Background: an optimization exercise with open tools, aiming at small area. Do not read the settings as production practice. In this exercise RTL edits were held to simulation tests only and were not proved equivalent to the original. Power figures rest on the tool's default switching activity, not on a simulated workload.

== oak ==
==> flow/design.v (excerpt) <==
module hart #(
    parameter RESET_ADDR = 32'h00000000
) (
    input  wire        i_clk,
    input  wire        i_rst,
    output wire [31:0] o_imem_raddr,
    input  wire [31:0] i_imem_rdata,
    output wire [31:0] o_dmem_addr,
    output wire        o_dmem_ren,
    output wire        o_dmem_wen,
    output wire [31:0] o_dmem_wdata,
    output wire [ 3:0] o_dmem_mask,
    input  wire [31:0] i_dmem_rdata,
    output wire        o_retire_valid,
    output wire [31:0] o_retire_inst,
    output wire        o_retire_trap,
    output wire        o_retire_halt,
    output wire [ 4:0] o_retire_rs1_raddr,
    output wire [ 4:0] o_retire_rs2_raddr,
    output wire [31:0] o_retire_rs1_rdata,
    output wire [31:0] o_retire_rs2_rdata,
    output wire [ 4:0] o_retire_rd_waddr,
    output wire [31:0] o_retire_rd_wdata,
    output wire [31:0] o_retire_pc,
    output wire [31:0] o_retire_next_pc
);
==> flow/config.mk <==
export PLATFORM = sky130hd
export DESIGN_NAME = hart
export DESIGN_NICKNAME = hart
export VERILOG_FILES = /design/flow/design.v
export SDC_FILE = /design/flow/constraint.sdc
export NUM_CORES = 8
export LEC_CHECK = 0
export ABC_AREA = 1
export CAP_MARGIN = 20
export CORE_MARGIN = 2
export CORE_UTILIZATION = 40
export SETUP_SLACK_MARGIN = 0.5
export SLEW_MARGIN = 20
==> flow/constraint.sdc <==
create_clock -name core_clock -period 13.0 [get_ports {i_clk}]
set_input_delay 2.6000 -clock core_clock [delete_from_list [all_inputs] [get_ports {i_clk}]]
set_output_delay 2.6000 -clock core_clock [all_outputs]
set_load 0.01 [all_outputs]
standard.sh (not shown) runs the stock make flow with config.mk's settings and CLKGATE_MAP_FILE= SYNTH_SCRIPT=/design/flow/synth_recipe.tcl, a recipe that flattens the netlist after the stock synthesis.
==> flow/flow/run.sh <==
#!/bin/bash
# Layout flow: the standard flow, with three changes:
#  1. after the standard synthesis, the combinational logic is mapped again
#     by ABC for area (amap; the smallest of a few scripts); the
#     flip-flops are kept as they are, with
#     their names and cell types;
#  2. the port buffers are the smallest buffer (buf_1);
#  3. a clock tree of clkbuf_4 without dummy loads.
set -euo pipefail
here=$(pwd)
R=$here/orfs/results/sky130hd/hart/base
LIB=$FLOW_HOME/platforms/sky130hd/lib/sky130_fd_sc_hd__tt_025C_1v80.lib

# 1. standard synthesis, up to the Yosys netlist
bash standard.sh $R/1_2_yosys.v > synth.log 2>&1
cp $R/1_2_yosys.v $here/standard_synth.v

# 2. remap the combinational logic: a few ABC area scripts, keep the smallest
DU=$(sed 's/^/-dont_use /' flow/dont_use.txt | tr '\n' ' ')
SEQ=$(grep -o '^ *sky130_fd_sc_hd__[a-z0-9_]*' standard_synth.v | sort -u | grep -E '__(df|edf|sdf|dl|conb)' | tr '\n' ' ')
scripts=(
  "strash;dch,-f;amap,-F,20,-A,20;topo"
  "strash;dch,-f;amap,-F,20,-A,20,-E,1;topo"
  "strash;&get,-n;&deepsyn,-T,60;&put;dch,-f;amap,-F,20,-A,20;topo"
  "strash;&get,-n;&deepsyn,-T,60;&put;dch,-f;amap,-F,20,-A,20,-E,1;topo"
)
for i in "${!scripts[@]}"; do
  cat > remap_$i.ys <<EOY
read_liberty -ignore_miss_func $LIB
read_verilog $here/standard_synth.v
hierarchy -top hart
blackbox $SEQ
flatten
opt_clean -purge
abc -liberty $LIB $DU -script +${scripts[$i]}
opt_clean -purge
splitnets
opt_clean -purge
hilomap -singleton -hicell sky130_fd_sc_hd__conb_1 HI -locell sky130_fd_sc_hd__conb_1 LO
insbuf -buf sky130_fd_sc_hd__buf_4 A X
opt_clean -purge
tee -o $here/remap_$i.stat stat -liberty $LIB
write_verilog -noattr -nohex -nodec $here/remap_$i.v
EOY
  yosys -s remap_$i.ys > remap_$i.log 2>&1 &
done
wait
best=$(for i in "${!scripts[@]}"; do
  echo "$(grep 'Chip area for module' remap_$i.stat | tail -1 | awk '{print $NF}') $i"
done | sort -g | head -1 | awk '{print $2}')
echo "remap: candidate $best chosen" > remap_choice.txt
for i in "${!scripts[@]}"; do grep 'Chip area for module' remap_$i.stat | tail -1 >> remap_choice.txt; done
python3 flow/remap.py remap_$best.v $R/1_2_yosys.v

# 3. the rest of the standard flow
export BUFFER_PORTS_ARGS="-buffer_cell sky130_fd_sc_hd__buf_1"
export CTS_ARGS="-sink_clustering_enable -repair_clock_nets -buf_list sky130_fd_sc_hd__clkbuf_4 -dont_use_dummy_load -sink_clustering_size 11 -sink_clustering_max_diameter 40"
bash standard.sh > layout.log 2>&1
Other scripts of this flow, unchanged in this note and not shown: flow/flow/dont_use.txt, flow/flow/remap.py
Changes in pine relative to oak:
==> flow/flow/run.sh <==
#!/bin/bash
# Layout flow: the standard flow, with three changes:
#  1. after the standard synthesis, the combinational logic is mapped again
#     by ABC for area (amap); the flip-flops are kept as they are, with
#     their names and cell types;
#  2. the port buffers are the smallest buffer (buf_1);
#  3. a clock tree of clkbuf_8 without dummy loads.
set -euo pipefail
here=$(pwd)
R=$here/orfs/results/sky130hd/hart/base
LIB=$FLOW_HOME/platforms/sky130hd/lib/sky130_fd_sc_hd__tt_025C_1v80.lib

# 1. standard synthesis, up to the Yosys netlist
bash standard.sh $R/1_2_yosys.v > synth.log 2>&1
cp $R/1_2_yosys.v $here/standard_synth.v

# 2. remap the combinational logic
DU=$(sed 's/^/-dont_use /' flow/dont_use.txt | tr '\n' ' ')
SEQ=$(grep -o '^ *sky130_fd_sc_hd__[a-z0-9_]*' standard_synth.v | sort -u | grep -E '__(df|edf|sdf|dl|conb)' | tr '\n' ' ')
cat > remap.ys <<EOY
read_liberty -ignore_miss_func $LIB
read_verilog $here/standard_synth.v
hierarchy -top hart
blackbox $SEQ
flatten
opt_clean -purge
abc -liberty $LIB $DU -script +strash;dch,-f;amap,-F,20,-A,20,-E,1;topo
opt_clean -purge
splitnets
opt_clean -purge
hilomap -singleton -hicell sky130_fd_sc_hd__conb_1 HI -locell sky130_fd_sc_hd__conb_1 LO
insbuf -buf sky130_fd_sc_hd__buf_4 A X
opt_clean -purge
stat -liberty $LIB
write_verilog -noattr -nohex -nodec $here/remap_all.v
EOY
yosys -s remap.ys > remap.log 2>&1
python3 flow/remap.py remap_all.v $R/1_2_yosys.v

# 3. the rest of the standard flow
export BUFFER_PORTS_ARGS="-buffer_cell sky130_fd_sc_hd__buf_1"
export CTS_ARGS="-sink_clustering_enable -repair_clock_nets -buf_list sky130_fd_sc_hd__clkbuf_8 -dont_use_dummy_load -sink_clustering_size 18 -sink_clustering_max_diameter 60"
bash standard.sh > layout.log 2>&1
Findings:
Looking at origin of the worst setup path, the i_imem_rdata[3] result is from pine; the i_imem_rdata[12] one comes from oak.
Against oak, pine reports a final non-filler cell area that is higher.
In the tables for oak and pine, pin slew with the least headroom to its limit reads lower with oak.
Growth of design area from synthesis to finish was lower in the run labelled oak.
Between pine and oak, it is pine whose internal power consumption is higher, by 1.7%.
Compared with oak, pine improves wire length of the first global-routing pass.
The lower share of the cycle needed by the critical path after routing of oak and pine is in oak.
Comparing oak and pine, the higher average footprint of a synthesized cell is on pine.
Input changes introduced in birch (baseline for comparison: pine):
==> flow/flow/run.sh <==
#!/bin/bash
# Layout flow: the standard flow, with three changes:
#  1. after the standard synthesis, the combinational logic is mapped again
#     by ABC for area (amap; the smallest of a few scripts); the flip-flops are kept as they are, with
#     their names and cell types;
#  2. the port buffers are the smallest buffer (buf_1);
#  3. a clock tree of clkbuf_8 without dummy loads.
set -euo pipefail
here=$(pwd)
R=$here/orfs/results/sky130hd/hart/base
LIB=$FLOW_HOME/platforms/sky130hd/lib/sky130_fd_sc_hd__tt_025C_1v80.lib

# 1. standard synthesis, up to the Yosys netlist
bash standard.sh $R/1_2_yosys.v > synth.log 2>&1
cp $R/1_2_yosys.v $here/standard_synth.v

# 2. remap the combinational logic: a few ABC area scripts, keep the smallest
DU=$(sed 's/^/-dont_use /' flow/dont_use.txt | tr '\n' ' ')
SEQ=$(grep -o '^ *sky130_fd_sc_hd__[a-z0-9_]*' standard_synth.v | sort -u | grep -E '__(df|edf|sdf|dl|conb)' | tr '\n' ' ')
scripts=(
  "strash;dch,-f;amap,-F,20,-A,20;topo"
  "strash;dch,-f;amap,-F,20,-A,20,-E,1;topo"
  "strash;&get,-n;&deepsyn,-T,60;&put;dch,-f;amap,-F,20,-A,20;topo"
  "strash;&get,-n;&deepsyn,-T,60;&put;dch,-f;amap,-F,20,-A,20,-E,1;topo"
)
for i in "${!scripts[@]}"; do
  cat > remap_$i.ys <<EOY
read_liberty -ignore_miss_func $LIB
read_verilog $here/standard_synth.v
hierarchy -top hart
blackbox $SEQ
flatten
opt_clean -purge
abc -liberty $LIB $DU -script +${scripts[$i]}
opt_clean -purge
splitnets
opt_clean -purge
hilomap -singleton -hicell sky130_fd_sc_hd__conb_1 HI -locell sky130_fd_sc_hd__conb_1 LO
insbuf -buf sky130_fd_sc_hd__buf_4 A X
opt_clean -purge
tee -o $here/remap_$i.stat stat -liberty $LIB
write_verilog -noattr -nohex -nodec $here/remap_$i.v
EOY
  yosys -s remap_$i.ys > remap_$i.log 2>&1 &
done
wait
best=$(for i in "${!scripts[@]}"; do
  echo "$(grep 'Chip area for module' remap_$i.stat | tail -1 | awk '{print $NF}') $i"
done | sort -g | head -1 | awk '{print $2}')
echo "remap: candidate $best chosen" > remap_choice.txt
for i in "${!scripts[@]}"; do grep 'Chip area for module' remap_$i.stat | tail -1 >> remap_choice.txt; done
python3 flow/remap.py remap_$best.v $R/1_2_yosys.v

# 3. the rest of the standard flow
export BUFFER_PORTS_ARGS="-buffer_cell sky130_fd_sc_hd__buf_1"
export CTS_ARGS="-sink_clustering_enable -repair_clock_nets -buf_list sky130_fd_sc_hd__clkbuf_4 -dont_use_dummy_load -sink_clustering_size 11 -sink_clustering_max_diameter 40"
bash standard.sh > layout.log 2>&1
### Flow results
From pine to birch the numbers moved as follows: share of total power consumed by net switching has increased; final weighted congestion in routability-driven placement has decreased; length of routed met2 wiring higher; routed wire length now sits higher. In terms of mean number of vias per cell, pine and birch differ only marginally.
Setup changes, birch to maple
- SLEW_MARGIN: 20 -> 0
- CAP_MARGIN: 20 -> 0
==> flow/flow/run.sh <==
#!/bin/bash
# Layout flow: the standard flow, with three changes:
#  1. after the standard synthesis, the combinational logic is mapped again
#     by ABC for area (amap); the flip-flops are kept as they are, with
#     their names and cell types;
#  2. the port buffers are the smallest buffer (buf_1);
#  3. a clock tree of clkbuf_8 without dummy loads.
set -euo pipefail
here=$(pwd)
R=$here/orfs/results/sky130hd/hart/base
LIB=$FLOW_HOME/platforms/sky130hd/lib/sky130_fd_sc_hd__tt_025C_1v80.lib

# 1. standard synthesis, up to the Yosys netlist
bash standard.sh $R/1_2_yosys.v > synth.log 2>&1
cp $R/1_2_yosys.v $here/standard_synth.v

# 2. remap the combinational logic
DU=$(sed 's/^/-dont_use /' flow/dont_use.txt | tr '\n' ' ')
SEQ=$(grep -o '^ *sky130_fd_sc_hd__[a-z0-9_]*' standard_synth.v | sort -u | grep -E '__(df|edf|sdf|dl|conb)' | tr '\n' ' ')
cat > remap.ys <<EOY
read_liberty -ignore_miss_func $LIB
read_verilog $here/standard_synth.v
hierarchy -top hart
blackbox $SEQ
flatten
opt_clean -purge
abc -liberty $LIB $DU -script +strash;dch,-f;amap,-F,20,-A,20,-E,1;topo
opt_clean -purge
splitnets
opt_clean -purge
hilomap -singleton -hicell sky130_fd_sc_hd__conb_1 HI -locell sky130_fd_sc_hd__conb_1 LO
insbuf -buf sky130_fd_sc_hd__buf_4 A X
opt_clean -purge
stat -liberty $LIB
write_verilog -noattr -nohex -nodec $here/remap_all.v
EOY
yosys -s remap.ys > remap.log 2>&1
python3 flow/remap.py remap_all.v $R/1_2_yosys.v

# 3. the rest of the standard flow
export BUFFER_PORTS_ARGS="-buffer_cell sky130_fd_sc_hd__buf_1"
export CTS_ARGS="-sink_clustering_enable -repair_clock_nets -buf_list sky130_fd_sc_hd__clkbuf_8 -dont_use_dummy_load -sink_clustering_size 18 -sink_clustering_max_diameter 60"
bash standard.sh > layout.log 2>&1
==> notes.md <==
Combinational power for maple is lower than for birch.
In the flow results for birch and maple, the sequential share of layout area is larger on birch.
met3 usage came out lower on maple than on birch.
For the number of antenna diodes, maple came in 6 lower than birch did.
Die area | maple > birch
Of birch and maple, birch shows the higher switching power summed over all nets, with maple below it.
Compared to birch, maple has worst hold slack 0.048 ns higher.
Fmax | maple vs birch | maple slower
Relative to maple, the following input files were edited for cedar:
- CAP_MARGIN: 0 -> 20
- SLEW_MARGIN: 0 -> 20
-- flow/flow/run.sh --
<<< maple, line 41
export BUFFER_PORTS_ARGS="-buffer_cell sky130_fd_sc_hd__buf_1"
export CTS_ARGS="-sink_clustering_enable -repair_clock_nets -buf_list sky130_fd_sc_hd__clkbuf_8 -dont_use_dummy_load -sink_clustering_size 18 -sink_clustering_max_diameter 60"
bash standard.sh > layout.log 2>&1
>>> cedar, line 41
export BUFFER_PORTS_ARGS="-buffer_cell sky130_fd_sc_hd__buf_1"
export CTS_ARGS="-sink_clustering_enable -repair_clock_nets -buf_list sky130_fd_sc_hd__clkbuf_8 -dont_use_dummy_load -sink_clustering_size 22 -sink_clustering_max_diameter 70"
bash standard.sh > layout.log 2>&1
### Flow results
- Clock-pin transition on the worst setup and hold timing paths delta for cedar relative to maple: 0.02 ns higher
- Reported for cedar and maple, setup slack at placement turned out identical to the last digit.
- Comparing maple with cedar, the met1 usage in global routing came out essentially unchanged.
- Internal power component: cedar and maple compared, higher one is maple
- Setup slack: cedar and maple compared, lower one is maple
- cedar: amount of wire on met2 after detailed routing about 0.9% above maple

what the ideal ports hide:
No port has a modelled driver above. Below, the same layouts with a new extraction and two added sets of constraints. Step 1 (the two cells are an assumption about what drives the block):
set clk [get_ports {i_clk}]
set_driving_cell -lib_cell sky130_fd_sc_hd__clkbuf_16 $clk
set_driving_cell -lib_cell sky130_fd_sc_hd__buf_2 [delete_from_list [all_inputs] $clk]
Step 2 times the ports against the registers' clock, not the clock port: input delays grow and output delays shrink by t, the midpoint of the rising clock arrivals with the driver on. a / b / c = ideal ports / drivers / drivers and shift; a / b = the first two.
run | shift t [ns] | setup slack, ns | worst data-port slew with drivers (ns)
oak | 0.949 | 1.255 / 1.228 / 1.228 | 0.11
pine | 0.682 | 1.134 / 1.114 / 1.114 | 0.13
birch | 0.949 | 1.255 / 1.228 / 1.228 | 0.11
maple | 0.682 | 1.134 / 1.114 / 1.114 | 0.13
cedar | 0.725 | 1.206 / 1.186 / 1.186 | 0.10
After both steps setup and hold are still met in every run listed.
